Source: an optimization exercise on an open RTL-to-GDS flow (aim: small area and few clock cycles per item). Production flows keep margins and buffers that such runs may drop. Function was checked by simulation only, so behaviour that the tests miss may differ from the original. No activity file was given, so power comes from the tool's default toggle rates.

Design phase1_top, start of the top module:
module phase1_top(
    input clk,
    input rst,
    output [15:0] imem_addr,
    input  [15:0] imem_rdata,
    output [15:0] dmem_addr,
    output [15:0] dmem_wdata,
    output        dmem_we,
    input  [15:0] dmem_rdata
);
reg  [15:0] pc;     
reg         xm;     
reg         boot;   
reg         pend;   
reg         lwb;    
reg  [3:0]  pr;
reg  [15:0] lb;
reg         fz, fv, fn;
reg  [15:0] R [1:15];
wire [15:0] ir = imem_rdata;
wire [3:0]  op = ir[15:12];
wire [3:0]  ra = ir[11:8];
wire [3:0]  rb = ir[7:4];
wire [3:0]  rc = ir[3:0];
wire is_alu = ~op[3];
wire is_lw  = op == 4'b1000;
wire is_sw  = op == 4'b1001;
wire is_lhb = op == 4'b1010;
wire is_llb = op == 4'b1011;
wire is_br  = op == 4'b1100;
wire is_jal = op == 4'b1101;
wire is_jr  = op == 4'b1110;
wire is_ex  = op == 4'b1111;
wire is_rel = is_br | is_jal;              
wire is_as  = ~op[3] & ~op[2] & ~op[1];    
wire sub    = op == 4'b0001;
wire [3:0]  addr_b = (op[3] | op[2]) ? ra : rc;
wire use_a = is_alu | is_lw | is_sw;
wire use_b = (~op[3] & ~op[2]) | is_sw | is_lhb | ((is_jr | is_ex) & ~xm);
wire hazard = pend & ((use_a & (rb == pr)) | (use_b & (addr_b == pr)) | (is_ex & ~xm));
wire hold   = boot | hazard;
wire exe    = ~hold;                       
wire ctl    = exe & ~xm;                   
wire [15:0] pc_inc = pc + 16'd1;
wire [15:0] rda, rdb;
rf_read_x RA(.en(~is_rel), .addr(rb), .xs(is_rel), .x(pc_inc),
           .r1(R[1]), .r2(R[2]), .r3(R[3]), .r4(R[4]), .r5(R[5]),
           .r6(R[6]), .r7(R[7]), .r8(R[8]), .r9(R[9]), .r10(R[10]), .r11(R[11]),
           .r12(R[12]), .r13(R[13]), .r14(R[14]), .r15(R[15]), .q(rda));
rf_read RB(.addr(addr_b),
           .r1(R[1]), .r2(R[2]), .r3(R[3]), .r4(R[4]), .r5(R[5]),
           .r6(R[6]), .r7(R[7]), .r8(R[8]), .r9(R[9]), .r10(R[10]), .r11(R[11]),
           .r12(R[12]), .r13(R[13]), .r14(R[14]), .r15(R[15]), .q(rdb));
wire s_sh   = ~op[3] & op[2];            
wire [15:0] imm = is_jal ? {{4{ir[11]}}, ir[11:0]} :
                  is_br  ? {{8{ir[7]}}, ir[7:0]} : {{12{rc[3]}}, rc};
wire [15:0] add_b = op[3] ? imm : (rdb ^ {16{sub}});
wire [15:0] sum, g, p;
dp_add ADD(.a(rda), .b(add_b), .cin(sub), .s(sum), .g(g), .p(p));
wire [15:0] rot, sk, sfn;
alu_shift SH(.en(s_sh), .op(op[1:0]), .k(rc), .a(rda), .rot(rot), .sk(sk), .sfn(sfn));
wire s_sum  = is_as;
  ...
Size: ~1300 cells after synthesis, ~280 flip-flops, ~83 I/O pins, about 16000 um^2 of cells after synthesis.
export LEC_CHECK = 0
export CAP_MARGIN = 20
export CORE_MARGIN = 2
export CORE_UTILIZATION = 60
export SETUP_SLACK_MARGIN = 0.2
export SLEW_MARGIN = 20
export SYNTH_HIERARCHICAL = 1
create_clock -name core_clock -period 8.0 [get_ports {clk}]
standard.sh (not shown) runs the stock make flow with config.mk's settings and CLKGATE_MAP_FILE= SYNTH_SCRIPT=/design/flow/synth_recipe.tcl, a recipe that flattens the netlist after the stock synthesis.
==> flow/flow/run.sh <==
#!/bin/bash
# Layout flow: the standard flow (standard.sh, unchanged synthesis and
# steps) with the port buffers made from sky130_fd_sc_hd__buf_2 instead of
# the cell buffer_ports picks by default. Each tool's output goes to
# orfs/logs (ORFS's own logs); make's output to flow.log here.
set -euo pipefail
export BUFFER_PORTS_ARGS="-buffer_cell sky130_fd_sc_hd__buf_2"
bash standard.sh finish > flow.log 2>&1
The starting point produced a clean layout.
Testbench counts at the start, summed over its fixed seeds: cycles 10,347, instructions 10,191.
Change:
--- a/flow/config.mk
+++ b/flow/config.mk
@@ -9,4 +9,6 @@
 export CORE_MARGIN = 2
 export CORE_UTILIZATION = 60
+export CTS_BUF_LIST = sky130_fd_sc_hd__clkbuf_4
+export GPL_TIMING_DRIVEN = 0
 export SETUP_SLACK_MARGIN = 0.2
 export SLEW_MARGIN = 20
The changed run ran to the end with violations: setup timing.
Critical path depth goes up by 5.
Non-clock buffer count fell by 55.
Cell count does not change.
Worst setup slack got worse by 550 ps.
Maximum frequency went down by 6.7%.
Total power falls by 2.7%.
Final area goes down by 1.2%.
Change:
--- a/flow/config.mk
+++ b/flow/config.mk
@@ -10,5 +10,4 @@
 export CORE_UTILIZATION = 60
 export CTS_BUF_LIST = sky130_fd_sc_hd__clkbuf_4
-export GPL_TIMING_DRIVEN = 0
 export SETUP_SLACK_MARGIN = 0.2
 export SLEW_MARGIN = 20
After rerunning: Now the flow finished clean; sequential share of layout area came out lower by 0.21 points; final area came out higher by about 0.5%; global-route usage came out lower by 0.59 points; combinational power hardly moves.

==> separate check: timing with driven ports <==
No port has a modelled driver above. Below, the same layouts with a new extraction and two added sets of constraints. Step 1, drivers: a clkbuf_16 drives clk and a buf_2 each remaining input, both assumed. Step 2 adds t to the input delays and takes it off the output delays; t is the mean of the earliest and latest rising clock arrival at the registers after step 1. Input paths then give back, and output paths get back, about the clock's delay inside the block. a / b / c = no drivers / after step 1 / after step 2; a / b = the first two.
| run | shift t [ns] | setup slack, ns | worst register clock-pin slew, ns |
|---|---|---|---|
| the first run | 0.647 | 0.240 / 0.208 / 0.176 | 0.07 / 0.07 |
| the second run | 0.743 | -0.314 / -0.363 / -0.617 | 0.08 / 0.08 |
| the third run | 0.768 | 0.178 / 0.146 / -0.109 | 0.08 / 0.08 |
With both steps, setup timing fails in the third run, where it was met with ideal ports. The setup slack of the second run, which loses most, moves by -0.049 ns with the drivers and by -0.303 ns with both steps.
